Context: an optimization exercise on an open-source flow, tuned for small area and a short achievable clock period. The choices shown serve that exercise and are no tape-out recipe.
Only simulation tests tie the RTL to the original design; equivalence was not proved.
Power and IR drop assume default switching activity.

## flow/design.v (module list and top-level ports; edited modules follow where they fit)
// module ksa_inv: 5 lines
// module ksa_nand2: 5 lines
// module ksa_nor2: 5 lines
// module ksa_nand3: 5 lines
// module ksa_nand4: 5 lines
// module ksa_and2: 5 lines
// module ksa_and3: 5 lines
// module ksa_xor2: 5 lines
// module ksa_xnor2: 5 lines
// module ksa_aoi21: 5 lines
// module ksa_a21boi: 5 lines
// module ksa_oai21: 5 lines
// module ksa_fa: 7 lines
// module ksa_ha: 6 lines
// module VKSA_blocks: 519 lines
// module VKSA_256: 1745 lines
// module VKSA_256_top: 21 lines
module VKSA_256_top (in_clk, in_A, in_B, in_CI, out_S, out_CO);
  // ...
==> flow/flow/run.sh <==
#!/bin/bash
# Standard synthesis and layout, but with plain buffers on the ports
# (buffer_ports would otherwise pick clkdlybuf4s50_1, a slow delay cell).
set -euo pipefail
bash standard.sh synth > synth.log 2>&1
bash standard.sh "BUFFER_PORTS_ARGS=-buffer_cell ${PORT_BUF:-sky130_fd_sc_hd__buf_1}" finish > layout.log 2>&1
==> flow/standard.sh <==
#!/bin/bash
# synth_recipe.tcl (not shown) runs the flow's synth.tcl, then flattens the netlist and writes it again
# the make line also repeats each setting of config.mk as NAME=value (left out here)
make -C /OpenROAD-flow-scripts/flow DESIGN_CONFIG=/design/flow/config.mk WORK_HOME=/design/flow/orfs CLKGATE_MAP_FILE= SYNTH_SCRIPT=/design/flow/synth_recipe.tcl "${@:-finish}"
==> flow/config.mk <==
export PLATFORM = sky130hd
export DESIGN_NAME = VKSA_256_top
export DESIGN_NICKNAME = VKSA_256_top
export VERILOG_FILES = /design/flow/design.v
export SDC_FILE = /design/flow/constraint.sdc
export NUM_CORES = 4
export LEC_CHECK = 0
export CAP_MARGIN = 20
export CORE_MARGIN = 2
export CORE_UTILIZATION = 40
export SETUP_SLACK_MARGIN = 3.2
export SLEW_MARGIN = 20
export SYNTH_HIERARCHICAL = 1
==> flow/constraint.sdc <==
create_clock -name core_clock -period 5.5 [get_ports {in_clk}]
set_input_delay 1.1000 -clock core_clock [delete_from_list [all_inputs] [get_ports {in_clk}]]
set_output_delay 1.1000 -clock core_clock [all_outputs]
set_load 0.01 [all_outputs]
==> metrics.yaml, run 1 <==
status: "no timing/DRC/antenna violations"
yosysMostFrequentCell: "dfxtp_1"
wl_met3_um: 4610
seq_cells: 578
pg_seq_mw: 5.60
netlist_area_mm2: 0.0230
cts_sinks: 578
maxPowerGroup: "registers"
seq_share_pct: 36.9
netlist.area_leader.share_pct: 50.4
setup_tns_ps: 0
preCtsSetupSlack_ps: 2400
clk_pin_slew_ps: 60
place_congestion: 1.02
multi_input_gates: 1401
synth_area_leader_cell: "dfxtp_1"
cp_max_fo: 6
fp.coreArea_mm2: 0.0566
top_regs: "out_S: 256 flops, r_bs: 256 flops, r_bg: 65 flops"
ff2ff_setup_slack_ps: 3180
met2_usage_pct: 45.2
ir_drop_v: 0.000231
power.switching_mw: 3.75
cts_buffers: 58
met1Wirelength_um: 28600
die_area_mm2: 0.0593
yosysWarnings: 7
final.fill_count: 4966
synth_compound_area_share_pct: 8.59
ctsResizeCount: 211
start_util_pct: 40.6
drcViolationCount: 0
synthFlopType: "dfxtp_1"
==> run 2: changes to the inputs <==
--- a/flow/config.mk
+++ b/flow/config.mk
@@ -8,6 +8,6 @@
 export CAP_MARGIN = 20
 export CORE_MARGIN = 2
 export CORE_UTILIZATION = 40
-export SETUP_SLACK_MARGIN = 3.2
+export SETUP_SLACK_MARGIN = 2.9
 export SLEW_MARGIN = 20
 export SYNTH_HIERARCHICAL = 1
==> run 2 against run 1 <==
Effect of this change: still clean on timing, DRC and antenna; utilization down 3.9 points; largest cell class unchanged; critical path type unchanged; highest routed layer unchanged; area after synthesis unchanged; final area is 6.9% lower; global-route usage is 0.16 points higher; total power shrank 2.4%.
==> metrics.yaml, run 2 <==
synthTopCellsByArea: "dfxtp_1, fa_1, xor2_1, xnor2_1, nand2_1"
grt_pass1_vias: 17792
power_density_mw_per_mm2: 410
synth_seq_cells: 578
top_regs: "out_S: 256 flops, r_bs: 256 flops, r_bg: 65 flops"
syn_inst: 2023
holdPathStages: 0
setup_viol: 0
synth_commonest_cells: "dfxtp_1, nand2_1, xor2_1"
path_common_cell: "nand2_1"
path_cells: "nand4_1 -> nor2_4 -> nand2_1 -> nor2_2 -> nand2_1 -> nor2_1 -> a21oi_4 -> o21ai_1 -> nand2_1 -> xnor2_1"
grt_pass1_wl_um: 106000
post_drt_wl_per_cell_um: 20.1
period_needed_ps: 2520
end_kind: "flip-flop"
wl_um: 73900
layout.nets: 3578
die_h_um: 244
globalRouteOverflowTotal: 0
place_hpwl_um: 63700
place_congestion: 0.990  # -3.1%
r2r_cells: 10
synth_area_leader_cell: "dfxtp_1"
yosys.cell_types.count: 16
yosysWarnings: 7  # unchanged
setup_tns_ps: 0  # unchanged
worstPathRequired_ps: 5990
clk_pin_slew_ps: 60  # about the same
layout.cells.non_filler: 3679
rsz0062_at_grt: "true"
place_inst: 3546
netlist_area_mm2: 0.0230  # unchanged
synthFlopType: "dfxtp_1"
p_leak_nw: 11.6
cts_sinks: 578  # unchanged
critPathKind: "flip-flop to flip-flop"
via_per_inst: 4.68
drt_iter0_markers: 578
min_to: "out_S[2]"
period_share_pct: 45.7
cp_max_fo: 5  # -1
htreeDepth: 2
async_reset_ff_share_pct: 0
ir_drop_v: 0.000237  # +2.7%
root_buffer: "clkbuf_16"
track_usage_pct: 24.1
slowest_delay_ps: 390
die_w_um: 244
netlist.area_leader.share_pct: 50.4  # unchanged
crit_path_start_kind: "flip-flop"
fmax_mhz: 398
ios: 771
hold_class: "flip-flop to flip-flop"
startpoint: "r_bs[67]"
antenna_found_initial: 3
maxCapViolCount: 0
synth_edf_count: 0
dr.pass1.iters: 5
die_area_mm2: 0.0593  # unchanged
status: "no timing/DRC/antenna violations"
fp.coreArea_mm2: 0.0566  # unchanged
drive_gt1_share_pct: 12.3
syn_area_per_cell_um2: 11.3
yosysMostFrequentCell: "dfxtp_1"
layout_commonest_cell: "buf_1"
vias: 17216
crit_slowest_cell: "dfxtp_1"
clockBufferDepth: 3
port_buffers: 770
tightestPinTransition_ps: 558
final_cell_mix: "buf_1, dfxtp_1, nand2_1"
timing.rr.start: "r_bs[67]"
grt_start_max_net_pins: 15
hold_buffers: 0
num_rows: 87
final_core_util_pct: 52.2
cts_buffers: 58  # unchanged
ff2ff_setup_slack_ps: 2980  # -200 ps
slew_violations: 0
hp-start: "r_bs[2]"
reg2reg_to: "out_S[198]"
finClkSkew_ps: 20.9
insertion_delay_ps: 600
final_antenna_net_count: 0
finalHoldViolCount: 0
areaGrowthSynthToFinish_pct: 28.7
synth-seq-area-share_pct: 50.4
crit_arrival_ps: 3010
syn_nets: 2729
tritoncts: "built"
timing.slew.headroom_pct: 62.8
drcViolationCount: 0  # unchanged
start_util_pct: 40.6  # unchanged
run 2: area by class of cell:
cell class,count,area (um2)
inverter,41,154
timing repair buffer,792,3070
clock inverter,25,272
clock buffer,84,1770
multi-input combinational,1401,11700
fill,5191,27100
sequential,578,11600
tap,756,946
antenna,2,5.00
run 2: critical path, delay by kind of cell (launching register included):
kind	cells	cell delay [ps]
AND/OR/NAND/NOR	7	1430
AO/OA/AOI/OAI	2	440
flip-flops	1	390
XOR/XNOR	1	130
run 2: cell families (layout without fill, tap and decap cells):
group,Yosys count,in the layout,share of synthesized area [%]
other cells,0,2,0
buf+inv,44,942,0.768
compound gates,257,257,8.59
flops,578,578,50.4
simple gates,571,571,11.1
fa+ha+maj,192,192,14.7
xor+xnor,381,381,14.5
run 2: worst max-delay path by stage:
stage | to | slack (ps)
6_report | out_S[198] | 2980
3_5_place_dp | out_S[252] | 2020
5_1_grt | out_S[198] | 2810
3_3_place_gp | out_S[252] | 2150
4_1_cts | out_S[205] | 2860
2_1_floorplan | out_S[252] | 2910
run 2: what timing repair did:
item | CTS | global route
pin swaps | 3 | 16
resized for setup | 49 | 81
endpoints found under the setup margin | 145 | 94
buffers inserted | 3 | 19
endpoints found under the hold margin | 0 | 0
run 2: modules after synthesis, one instance, submodules excluded, excerpt:
module,copies in the design,flops+latches,area (um2),cells
VKSA_256,1,0,22.5,3
VKSA_256_top,1,578,11600,578
ksa_a21boi,64,0,11.3,1
ksa_and2,42,0,6.26,1
ksa_aoi21,76,0,8.76,1
ksa_fa,128,0,20.0,1
ksa_ha,64,0,12.5,1
ksa_inv,41,0,3.75,1
ksa_nand2,265,0,3.75,1
ksa_nand3,21,0,5.00,1
ksa_nand4,63,0,6.26,1
ksa_nor2,138,0,3.75,1
ksa_oai21,117,0,5.00,1
ksa_xnor2,148,0,8.76,1
ksa_xor2,233,0,8.76,1
run 2: through the flow:
stage	total power, mW	cell area, um2	hold WS, ps	setup slack (ps)
finish	12.1	29500	328	2980
floorplan	6.76	23000	392	2910
CTS	12.2	29100	329	2860
global placement	7.99	26800	312	2150
global route	12.7	29500	339	2810
detailed placement	8.02	26800	314	2020
run 2: per-layer routing:
layer	vias to the layer above	global-route usage, %	wire [um]
li1	8354	-	-
met2	523	45.2	39100
met4	0	6.78	1880
met1	8250	27.5	28900
met3	89	4.73	4110
met5	-	0	0
run 2: power breakdown:
part	switching, mW	total (mW)	leakage (nW)	internal [mW]
logic	1.50	2.45	5.70	0.952
clock network	1.64	4.11	1.01	2.47
registers	0.504	5.56	4.88	5.06
==> run 3: changes to the inputs <==
--- a/flow/config.mk
+++ b/flow/config.mk
@@ -8,6 +8,7 @@
 export CAP_MARGIN = 20
 export CORE_MARGIN = 2
 export CORE_UTILIZATION = 40
-export SETUP_SLACK_MARGIN = 2.9
+export CTS_BUF_LIST = sky130_fd_sc_hd__clkbuf_8
+export SETUP_SLACK_MARGIN = 3.3
 export SLEW_MARGIN = 20
 export SYNTH_HIERARCHICAL = 1
==> run 3 against run 2 <==
Effect of this change: count of clock-buffer cells in the layout increased by 35; sequential share of layout area decreased by 4.7 points; hold slack improved by 3.8 ps; utilization increased by 9.4 points; combinational power increased by 42%; largest cell class unchanged; largest power group unchanged.
==> metrics.yaml, run 3 <==
status: "no timing/DRC/antenna violations"
place_hpwl_um: 63800  # +0.16%
drcViolationCount: 0  # unchanged
clockBufferDepth: 3  # unchanged
final.fill_count: 4562  # -12%
final_cell_mix: "buf_1, dfxtp_2, buf_6"
ios: 771  # unchanged
period_needed_ps: 2290  # -228 ps
finClkSkew_ps: 34.9  # +14.0 ps
globalRouteOverflowTotal: 0  # unchanged
crit_path_start_kind: "flip-flop"
tightestPinTransition_ps: 409  # -149 ps
layout_commonest_cell: "buf_1"
cts_sinks: 578  # unchanged
place_inst: 3546  # unchanged
p_leak_nw: 13.8  # +19%
netlist.area_leader.share_pct: 50.4  # unchanged
dr.pass1.iters: 5  # unchanged
antenna_found_initial: 4  # +1
syn_nets: 2729  # unchanged
via_per_inst: 4.69  # +0.22%
period_share_pct: 41.6  # -4.2 points
worst-path-buf-inv: 3  # +3
drive_gt1_share_pct: 46.6  # +34 points
yosysWarnings: 7  # unchanged
post_drt_wl_per_cell_um: 20.2  # +0.45%
cp.depth: 12  # +2
multiInputGateArea_mm2: 0.0141  # +20%
tritoncts: "built"
power_density_mw_per_mm2: 369  # -10%
crit_slowest_cell: "dfxtp_1"
wl_um: 77600  # +5.0%
cts_buffers: 93  # +60%
worstPathRequired_ps: 6080  # +90 ps
rsz0062_at_grt: "true"
crit_arrival_ps: 2870  # -140 ps
root_buffer: "clkbuf_8"
final_core_util_pct: 61.6  # +9.4 points
maxCapViolCount: 0  # unchanged
synthTopCellsByArea: "dfxtp_1, fa_1, xor2_1, xnor2_1, nand2_1"
insertion_delay_ps: 690  # +90 ps
timing.slew.headroom_pct: 72.6  # +9.8 points
hold_class: "flip-flop to flip-flop"
clk_pin_slew_ps: 70  # about the same
port_buffers: 770  # unchanged
grt_start_max_net_pins: 13  # -2
track_usage_pct: 25.1  # +1.1 points
synth_seq_cells: 578  # unchanged
slowest_delay_ps: 340  # -50 ps
setup_tns_ps: 0  # unchanged
critPathKind: "flip-flop to flip-flop"
r2r_cells: 12  # +2
areaGrowthSynthToFinish_pct: 52.0
async_reset_ff_share_pct: 0  # unchanged
die_area_mm2: 0.0593  # unchanged
cp_max_fo: 4  # -1
fmax_mhz: 437  # +10%
yosysMostFrequentCell: "dfxtp_1"
syn_area_per_cell_um2: 11.3  # unchanged
grt_pass1_wl_um: 111000  # +4.6%
start_util_pct: 40.6  # unchanged
vias: 18037  # +4.8%
end_kind: "flip-flop"
die_w_um: 244  # unchanged
fp.coreArea_mm2: 0.0566  # unchanged
grt_pass1_vias: 19158  # +7.7%
finalHoldViolCount: 0  # unchanged
setup_viol: 0  # unchanged
netlist_area_mm2: 0.0230  # unchanged
startpoint: "r_bs[38]"
htreeDepth: 3  # +1
ff2ff_setup_slack_ps: 3210  # +230 ps
drt_iter0_markers: 599  # +3.6%
path_cells: "nand4_1 -> o21ai_2 -> a21oi_2 -> o21ai_2 -> buf_4 -> a21oi_4 -> o21ai_4 -> buf_12 -> inv_4 -> o21ai_4 -> nand2_1 -> xnor2_1"
synth-seq-area-share_pct: 50.4  # unchanged
layout.cells.non_filler: 3846  # +4.5%
synth_edf_count: 0  # unchanged
ir_drop_v: 0.000210  # -12%
synth_area_leader_cell: "dfxtp_1"
layout.nets: 3725  # +4.1%
seq_area_mm2: 0.0120  # +4.0%
final_antenna_net_count: 0  # unchanged
yosys.cell_types.count: 16  # unchanged
synth_commonest_cells: "dfxtp_1, nand2_1, xor2_1"
timing.rr.start: "r_bs[38]"
path_delay_family: "compound AO/OA/AOI/OAI gates"
die_h_um: 244  # unchanged
reg2reg_to: "out_S[94]"
slew_violations: 0  # unchanged
place_congestion: 0.955  # -3.5%
cp-endpoint: "out_S[94]"
top_regs: "out_S: 256 flops, r_bs: 256 flops, r_bg: 65 flops"
num_rows: 87  # unchanged
syn_inst: 2023  # unchanged
synthFlopType: "dfxtp_1"
## run 3: cell count changes in the layout (fill, tap and decap cells not counted), moves of 55 or more
cell       before  now
fa_2            0  127
ha_1           64    1
clkbuf_8       16  119
clkbuf_16      61    0
dfxtp_2         2  318
ha_4            0   63
buf_4          21  111
dfxtp_1       576  241
buf_6           0  244
fa_1          128    1
buf_1         770  513
nand2_1       265  210
## run 3: power breakdown
part | internal, mW | switching (mW)
sequential | 5.18 | 0.601
clock | 1.98 | 1.65
combinational | 1.81 | 1.66
total | 8.97 | 3.91
## run 3: layout make-up
cell class,instances,area share (%)
Clock buffer,119,4.70
Antenna cell,4,0.0287
Inverter,41,0.456
Multi-Input combinational cell,1401,40.3
Tap cell,756,2.71
Clock inverter,43,0.642
Sequential cell,578,34.5
Timing Repair Buffer,904,16.6
## run 3: Yosys stat by module (local to each module, per instance), a selection
module / cells inside / copies in the design
ksa_nand2: 1 / 265
ksa_xor2: 1 / 233
VKSA_256_top: 578 / 1
ksa_a21boi: 1 / 64
ksa_oai21: 1 / 117
VKSA_256: 3 / 1
ksa_nand3: 1 / 21
ksa_xnor2: 1 / 148
ksa_fa: 1 / 128
ksa_ha: 1 / 64
ksa_inv: 1 / 41
ksa_nor2: 1 / 138
ksa_and3: 1 / 42
ksa_and2: 1 / 42
ksa_nand4: 1 / 63
## run 3: logic make-up after synthesis
logic type,Yosys count,synth area share (%)
flip-flops,578,50.4
AND/OR/NAND/NOR,571,11.1
XOR/XNOR,381,14.5
AO/OA/AOI/OAI,257,8.59
adder cells (fa/ha/maj),192,14.7
buffers and inverters,44,0.768
## run 3: through the flow
stage | setup slack (ps) | hold WS [ps] | power (mW) | area (um2)
floorplan | 3260 | 392 | 6.82 | 24100
global placement | 2550 | 313 | 8.11 | 27900
detailed placement | 2430 | 317 | 8.14 | 27900
CTS | 3170 | 330 | 12.7 | 33400
global route | 3130 | 337 | 13.5 | 34900
finish | 3210 | 331 | 12.9 | 34900
## run 3: how the worst min path moves through the flow
| stage | slack (ps) | endpoint | depth (start not counted) | startpoint |
|---|---|---|---|---|
| after global routing | 340 | out_S[1] | 0 | r_bs[1] |
| after detailed placement | 320 | out_S[2] | 0 | r_bs[2] |
| after floorplan | 390 | out_CO | 2 | r_bg[64] |
| after global placement | 310 | out_S[2] | 0 | r_bs[2] |
| final | 330 | out_S[1] | 0 | r_bs[1] |
| after CTS | 330 | out_S[1] | 0 | r_bs[1] |
## run 3: metal layers
layer | routed length [um] | vias up | GRT usage, % | part of all wire, %
met5 | 0 | - | 0 | 0
met4 | 2470 | 0 | 8.57 | 3.2
met3 | 4200 | 130 | 5.68 | 5.4
met2 | 41700 | 547 | 47.5 | 54
met1 | 29300 | 8706 | 27.5 | 38
li1 | - | 8654 | - | -
## run 3: repair_timing
| item | CTS | global route |
|---|---|---|
| hold buffers | 0 | 0 |
| pin swaps | 99 | 149 |
| buffers inserted | 61 | 73 |
| setup endpoints to repair | 465 | 426 |
| resized for setup | 1064 | 290 |
==> run 4: changes to the inputs <==
--- a/flow/config.mk
+++ b/flow/config.mk
@@ -8,7 +8,7 @@
 export CAP_MARGIN = 20
 export CORE_MARGIN = 2
 export CORE_UTILIZATION = 40
-export CTS_BUF_LIST = sky130_fd_sc_hd__clkbuf_8
-export SETUP_SLACK_MARGIN = 3.3
+export SETUP_SLACK_MARGIN = 3.1
 export SLEW_MARGIN = 20
 export SYNTH_HIERARCHICAL = 1
+export TNS_END_PERCENT = 5
==> run 4 against run 3 <==
Effect of this change: via count down 4.0%; sequential power fell by 3.6%; maximum frequency shrank 5.2%; hold slack got worse by 3.2 ps; clock power increased by 8.8%; register-to-register slack got worse by 130 ps; synthesized cell count did not move; final cell count down 3.5%; largest cell class unchanged.
==> metrics.yaml, run 4 <==
layout.cells.non_filler: 3710  # -3.5%
crit_slowest_cell: "dfxtp_1"
syn_area_per_cell_um2: 11.3  # unchanged
async_reset_ff_share_pct: 0  # unchanged
reg2reg_to: "out_S[182]"
die_h_um: 244  # unchanged
path_common_cell: "o21ai_2"
dr.pass1.iters: 5  # unchanged
final_cell_mix: "buf_1, dfxtp_1, nand2_1"
drt_iter0_markers: 669  # +12%
final_antenna_net_count: 0  # unchanged
clkPwrFrac_pct: 32.8  # +4.6 points
tightestPinTransition_ps: 536  # +127 ps
synth_edf_count: 0  # unchanged
maxCapViolCount: 0  # unchanged
die_area_mm2: 0.0593  # unchanged
wl_um: 73400  # -5.4%
grt_pass1_vias: 17697  # -7.6%
start_util_pct: 40.6  # unchanged
min_to: "out_S[1]"
antenna_found_initial: 5  # +1
rsz0062_at_grt: "true"
place_inst: 3546  # unchanged
hold_class: "flip-flop to flip-flop"
path_cells: "nand4_1 -> o21ai_2 -> a21oi_2 -> o21ai_1 -> a21oi_2 -> o21ai_2 -> a21oi_4 -> buf_12 -> o21ai_2 -> nand2_1 -> xnor2_1"
timing.rr.start: "r_bs[91]"
end_kind: "flip-flop"
slowest_delay_ps: 390  # +50 ps
finClkSkew_ps: 25.7  # -9.19 ps
synthTopCellsByArea: "dfxtp_1, fa_1, xor2_1, xnor2_1, nand2_1"
critPathKind: "flip-flop to flip-flop"
vias: 17323  # -4.0%
synth-seq-area-share_pct: 50.4  # unchanged
worstPathRequired_ps: 6020  # -60 ps
track_usage_pct: 23.6  # -1.5 points
hold_buffers: 0  # unchanged
final_core_util_pct: 53.3  # -8.3 points
synth_area_leader_cell: "dfxtp_1"
r2r_cells: 11  # -1
htreeDepth: 2  # -1
preCtsSetupSlack_ps: 2220  # -212 ps
place_hpwl_um: 62700  # -1.7%
drive_gt1_share_pct: 15.6  # -31 points
via_per_inst: 4.67  # -0.44%
period_share_pct: 43.9  # +2.3 points
grt_pass1_wl_um: 104000  # -6.6%
crit_path_start_kind: "flip-flop"
netlist_area_mm2: 0.0230  # unchanged
holdPathStages: 0  # unchanged
p_int_mw: 8.39  # -6.5%
power.switching_mw: 3.64  # -6.9%
num_rows: 87  # unchanged
areaGrowthSynthToFinish_pct: 31.4
fmax_mhz: 414  # -5.2%
period_needed_ps: 2410  # +126 ps
slew_violations: 0  # unchanged
yosysMostFrequentCell: "dfxtp_1"
final.fill_count: 5148  # +13%
layout_commonest_cell: "buf_1"
fin_ws_ps: 3090  # -126 ps
clockBufferDepth: 3  # unchanged
ios: 771  # unchanged
layout.nets: 3608  # -3.1%
pwr-share-comb_pct: 20.9  # -6.0 points
power_density_mw_per_mm2: 399  # +8.0%
yosysWarnings: 7  # unchanged
setup_tns_ps: 0  # unchanged
power_frac_seq_pct: 46.3  # +1.4 points
die_w_um: 244  # unchanged
grt_start_max_net_pins: 15  # +2
finalHoldViolCount: 0  # unchanged
tritoncts: "built"
root_buffer: "clkbuf_16"
hp-start: "r_bs[1]"
cp_max_fo: 5  # +1
post_drt_wl_per_cell_um: 19.8  # -1.9%
syn_nets: 2729  # unchanged
drcViolationCount: 0  # unchanged
setup_viol: 0  # unchanged
synthFlopType: "dfxtp_1"
syn_inst: 2023  # unchanged
timing.slew.headroom_pct: 64.3  # -8.4 points
ir_drop_v: 0.000248  # +18%
port_buffers: 770  # unchanged
fp.coreArea_mm2: 0.0566  # unchanged
cts_buffers: 58  # -38%
insertion_delay_ps: 610  # -80 ps
globalRouteOverflowTotal: 0  # unchanged
place_congestion: 1.06  # +11%
switching_share_pct: 30.3  # -0.10 points
top_regs: "out_S: 256 flops, r_bs: 256 flops, r_bg: 65 flops"
ff2ff_setup_slack_ps: 3090  # -130 ps
netlist.area_leader.share_pct: 50.4  # unchanged
crit_arrival_ps: 2930  # +60 ps
p_leak_nw: 11.8  # -14%
status: "no timing/DRC/antenna violations"
cts_sinks: 578  # unchanged
yosys.cell_types.count: 16  # unchanged
synth_commonest_cells: "dfxtp_1, nand2_1, xor2_1"
synth_seq_cells: 578  # unchanged
clk_pin_slew_ps: 60  # about the same
run 4: cell families after synthesis:
group / Yosys count / synth area share [%]
AO/OA/AOI/OAI: 257 / 8.59
XOR/XNOR: 381 / 14.5
adder cells (fa/ha/maj): 192 / 14.7
buffers and inverters: 44 / 0.768
flip-flops: 578 / 50.4
AND/OR/NAND/NOR: 571 / 11.1
run 4: cell type report:
type | instances | area, um2 | share of cell area, %
Tap cell | 756 | 946 | 3.14
Antenna cell | 4 | 10.0 | 0.0332
Inverter | 41 | 154 | 0.510
Clock buffer | 88 | 1730 | 5.73
Clock inverter | 20 | 211 | 0.701
Multi-Input combinational cell | 1401 | 12200 | 40.6
Sequential cell | 578 | 11600 | 38.4
Timing Repair Buffer | 822 | 3290 | 10.9
run 4: what timing repair did:
item	CTS	global route
cloned	0	0
resized for setup	80	176
pin swaps	10	70
endpoints found under the setup margin	177	133
buffers inserted	12	40
run 4: metrics by stage:
stage	hold WS [ps]	power, mW	cell area, um2
final	328	12.0	30200
after global routing	339	12.6	30200
after CTS	327	12.0	29200
after detailed placement	313	8.00	26800
after global placement	311	7.97	26800
after floorplan	392	6.76	23000
run 4: how the worst max path moves through the flow:
stage               startpoint         end  slack (ps)  depth (start not counted)
floorplan              r_bs[3]  out_S[228]        3050                         10
global placement       r_bs[3]  out_S[134]        2370                         10
detailed placement     r_bs[3]  out_S[229]        2220                         10
CTS                    r_bs[3]  out_S[244]        2990                         11
global route          r_bs[91]  out_S[155]        2970                         10
finish                r_bs[91]  out_S[182]        3090                         11
run 4: power by group through the flow:
stage	clock network [mW]	registers (mW)	logic, mW
6_report	3.95	5.57	2.51
5_1_grt	4.20	5.66	2.72
4_1_cts	4.03	5.56	2.44
3_5_place_dp	0	5.63	2.37
3_3_place_gp	0	5.61	2.36
2_1_floorplan	0	5.76	0.997
run 4: modules after synthesis (local to each module, per instance), a selection:
module,copies in the design,flip-flops and latches
ksa_a21boi,64,0
ksa_fa,128,0
ksa_oai21,117,0
ksa_inv,41,0
ksa_nand2,265,0
ksa_xnor2,148,0
ksa_nor2,138,0
VKSA_256,1,0
ksa_nand4,63,0
VKSA_256_top,1,578
ksa_aoi21,76,0
ksa_ha,64,0
ksa_and3,42,0
run 4: worst max-delay path: cells and delay by family, from the launching register on:
family,cells,cell delay (ps)
simple gates,2,340
flops,1,390
compound gates,7,1270
xor+xnor,1,180
buf+inv,1,140
run 4: routing by layer:
layer  GRT usage, %  wire length, um  up-vias
met5              0                0        -
met2           43.6            38100      557
met3           5.49             4530      129
met4           8.86             2800        0
met1           26.2            28000     8209
li1               -                -     8428
==> run 5: changes to the inputs <==
--- a/flow/config.mk
+++ b/flow/config.mk
@@ -8,7 +8,7 @@
 export CAP_MARGIN = 20
 export CORE_MARGIN = 2
 export CORE_UTILIZATION = 40
-export SETUP_SLACK_MARGIN = 3.1
+export SETUP_SLACK_MARGIN = 3.25
 export SLEW_MARGIN = 20
 export SYNTH_HIERARCHICAL = 1
 export TNS_END_PERCENT = 5
==> run 5 against run 4 <==
Effect of this change: sequential cell count did not move; still clean; critical endpoint is now out_S[230]; critical path type unchanged; combinational power increased by 3%; register-to-register slack better by 110 ps; area after synthesis stayed put.
==> metrics.yaml, run 5 <==
grt_pass1_wl_um: 108000  # +4.2%
synth_compound_area_share_pct: 8.59  # unchanged
fmax_mhz: 434  # +4.7%
hold_class: "flip-flop to flip-flop"
yosysWarnings: 7  # unchanged
die_area_mm2: 0.0593  # unchanged
via_per_inst: 4.67  # about the same
p_leak_nw: 12.1  # +2.7%
die_w_um: 244  # unchanged
maxCapViolCount: 0  # unchanged
slew_violations: 0  # unchanged
synth-seq-area-share_pct: 50.4  # unchanged
syn_area_per_cell_um2: 11.3  # unchanged
globalRouteOverflowTotal: 0  # unchanged
hold_ws_ps: 329  # +0.540 ps
antenna_found_initial: 6  # +1
finalHoldViolCount: 0  # unchanged
cts_buffers: 58  # unchanged
drt_iter0_markers: 634  # -5.2%
crit_arrival_ps: 2820  # -110 ps
rsz0062_at_grt: "true"
root_buffer: "clkbuf_16"
start_util_pct: 40.6  # unchanged
final_cell_mix: "buf_1, dfxtp_1, xor2_1"
wl_um: 74500  # +1.4%
end_kind: "flip-flop"
critPathKind: "flip-flop to flip-flop"
async_reset_ff_share_pct: 0  # unchanged
path_cells: "nand4_1 -> buf_4 -> nor2_4 -> a21oi_4 -> o21ai_4 -> inv_2 -> o21ai_4 -> a21oi_4 -> o21ai_4 -> nand2_1 -> xnor2_1"
path_delay_family: "compound AO/OA/AOI/OAI gates"
netlist_area_mm2: 0.0230  # unchanged
port_buffers: 770  # unchanged
areaGrowthSynthToFinish_pct: 34.3
synth-xor-area-share_pct: 14.5  # unchanged
synth_seq_cells: 578  # unchanged
slowest_delay_ps: 360  # -30 ps
r2r_cells: 11  # unchanged
final.fill_count: 5059  # -1.7%
crit_path_start_kind: "flip-flop"
syn_nets: 2729  # unchanged
synthTopCellsByArea: "dfxtp_1, fa_1, xor2_1, xnor2_1, nand2_1"
crit_slowest_cell: "dfxtp_4"
ir_drop_v: 0.000267  # +7.7%
synth_mux_area_share_pct: 0  # unchanged
synthAdderAreaFrac_pct: 14.7  # unchanged
netlist.area_leader.share_pct: 50.4  # unchanged
yosysMostFrequentCell: "dfxtp_1"
timing.slew.headroom_pct: 69.4  # +5.1 points
period_share_pct: 41.9  # -2.0 points
synth_top_family_by_area: "adder cells"
drive_gt1_share_pct: 20.0  # +4.4 points
clockBufferDepth: 3  # unchanged
tritoncts: "built"
dr.pass1.iters: 5  # unchanged
yosys.cell_types.count: 16  # unchanged
grt_start_max_net_pins: 16  # +1
holdPathStages: 0  # unchanged
drcViolationCount: 0  # unchanged
hold_buffers: 0  # unchanged
final_core_util_pct: 54.5  # +1.2 points
fp.coreArea_mm2: 0.0566  # unchanged
period_needed_ps: 2300  # -109 ps
top_layer: "met5"
met1Wirelength_um: 28900  # +3.4%
met2_length_um: 39200  # +2.7%
synth_area_leader_cell: "dfxtp_1"
post_drt_wl_per_cell_um: 20.0  # +0.87%
top_regs: "out_S: 256 flops, r_bs: 256 flops, r_bg: 65 flops"
finClkSkew_ps: 17.7  # -7.93 ps
final_antenna_net_count: 0  # unchanged
place_congestion: 1.04  # -2.3%
setup_tns_ps: 0  # unchanged
clk_pin_slew_ps: 60  # about the same
synth_edf_count: 0  # unchanged
synth_commonest_cells: "dfxtp_1, nand2_1, xor2_1"
die_h_um: 244  # unchanged
cts_sinks: 578  # unchanged
place_hpwl_um: 62800  # +0.13%
layout_commonest_cell: "buf_1"
layout.nets: 3631  # +0.64%
syn_inst: 2023  # unchanged
worst-path-buf-inv: 2  # +1
vias: 17413  # +0.52%
worstPathRequired_ps: 6020  # about the same
grt_pass1_vias: 18322  # +3.5%
cp_max_fo: 5  # unchanged
synthFlopType: "dfxtp_1"
power_density_mw_per_mm2: 392  # -1.6%
tightestPinTransition_ps: 458  # -78.5 ps
ios: 771  # unchanged
cp.depth: 11  # unchanged
insertion_delay_ps: 610  # about the same
num_rows: 87  # unchanged
yosys.area_share.simple_pct: 11.1  # unchanged
htreeDepth: 2  # unchanged
status: "no timing/DRC/antenna violations"
path_common_cell: "o21ai_4"
track_usage_pct: 24.2  # +0.63 points
setup_viol: 0  # unchanged
wl_met3_um: 4370  # -3.6%
==> run 5: worst paths after layout <==
check | to | startpoint | slack [ps]
setup / recovery | out_S[230] | r_bs[11] | 3200
hold reg to reg | out_S[2] | r_bs[2] | 330
hold / removal | out_S[2] | r_bs[2] | 330
setup reg to reg | out_S[230] | r_bs[11] | 3200
==> run 5: final cells by class <==
type	count	area (um2)	area share, %
multi-input cells	1401	12600	41.0
clock inverters	24	245	0.796
well taps	756	946	3.07
repair buffers	845	3510	11.4
clock buffers	81	1670	5.41
diodes	3	7.51	0.0244
flip-flops and latches	578	11700	37.8
inverters	41	156	0.507
==> run 5: logic make-up (layout without fill, tap and decap cells) <==
logic type / Yosys count / in the layout
buf+inv: 44 / 991
fa+ha+maj: 192 / 192
other cells: 0 / 3
xor+xnor: 381 / 381
simple gates: 571 / 571
compound gates: 257 / 257
flops: 578 / 578
==> run 5: what timing repair did <==
action | in CTS | in global routing
setup buffers | 38 | 37
gates resized for setup | 228 | 167
gates cloned | 0 | 0
pin swaps | 65 | 123
setup endpoints to repair | 276 | 272
endpoints found under the hold margin | 0 | 0
==> run 5: where the power goes <==
group / total, mW / internal, mW / switching, mW
combinational: 2.59 / 1.04 / 1.55
clock: 3.91 / 2.30 / 1.61
sequential: 5.60 / 5.07 / 0.527
==> run 5: metrics by stage <==
stage | total power, mW | cells | cell area [um2] | setup slack [ps]
after CTS | 12.1 | 3689 | 29900 | 3180
after detailed placement | 8.02 | 3546 | 26800 | 2440
final | 12.1 | 3729 | 30800 | 3200
after floorplan | 6.76 | 2023 | 23000 | 3140
after global placement | 7.99 | 3546 | 26800 | 2510
after global routing | 12.7 | 3727 | 30800 | 3100
==> run 5: per-module statistics from Yosys (local to each module, per instance), a selection <==
module | cell area (um2) | copies in the design
ksa_ha | 12.5 | 64
ksa_nor2 | 3.75 | 138
ksa_nand4 | 6.26 | 63
ksa_nand2 | 3.75 | 265
ksa_aoi21 | 8.76 | 76
ksa_fa | 20.0 | 128
ksa_nand3 | 5.00 | 21
VKSA_256 | 22.5 | 1
ksa_and3 | 6.26 | 42
ksa_oai21 | 5.00 | 117
ksa_inv | 3.75 | 41
ksa_a21boi | 11.3 | 64
ksa_xor2 | 8.76 | 233
ksa_xnor2 | 8.76 | 148
VKSA_256_top | 11600 | 1
ksa_and2 | 6.26 | 42
==> run 5: metal layers <==
layer,track usage (%),vias to the layer above
met5,0,-
met3,5.36,101
met2,45.2,530
met4,6.74,8
met1,27.6,8307
li1,-,8467

## port drivers added, routing unchanged
The flow's constraints put no driver on any port. The routed layouts listed below were extracted and timed again, unchanged, in two steps. Step 1: set_driving_cell puts a clkbuf_16 on in_clk and a buf_2 on each other input, an assumption about the parent block. Step 2 also shifts input and output timing later by t, the mid clock arrival at the registers, as if the neighbouring blocks saw the same clock. Three values: ideal, step 1, step 2; two values: the first two.
run | shift t [ns] | slack for setup (ns) | latest minus earliest clock arrival (ns) | worst data-port slew with drivers (ns)
run 1 | 0.659 | 3.184 / 3.182 / 2.905 | 0.017 / 0.017 | 0.11
run 2 | 0.655 | 2.985 / 2.985 / 2.772 | 0.021 / 0.021 | 0.10
run 3 | 0.733 | 3.213 / 3.169 / 2.874 | 0.038 / 0.038 | 0.11
run 4 | 0.661 | 3.087 / 3.087 / 2.821 | 0.025 / 0.026 | 0.10
run 5 | 0.662 | 3.196 / 3.155 / 2.853 | 0.018 / 0.018 | 0.10
After both steps every run listed still meets setup and hold. The setup slack of run 5, which loses most, moves by -0.041 ns with the drivers and by -0.343 ns with both steps.
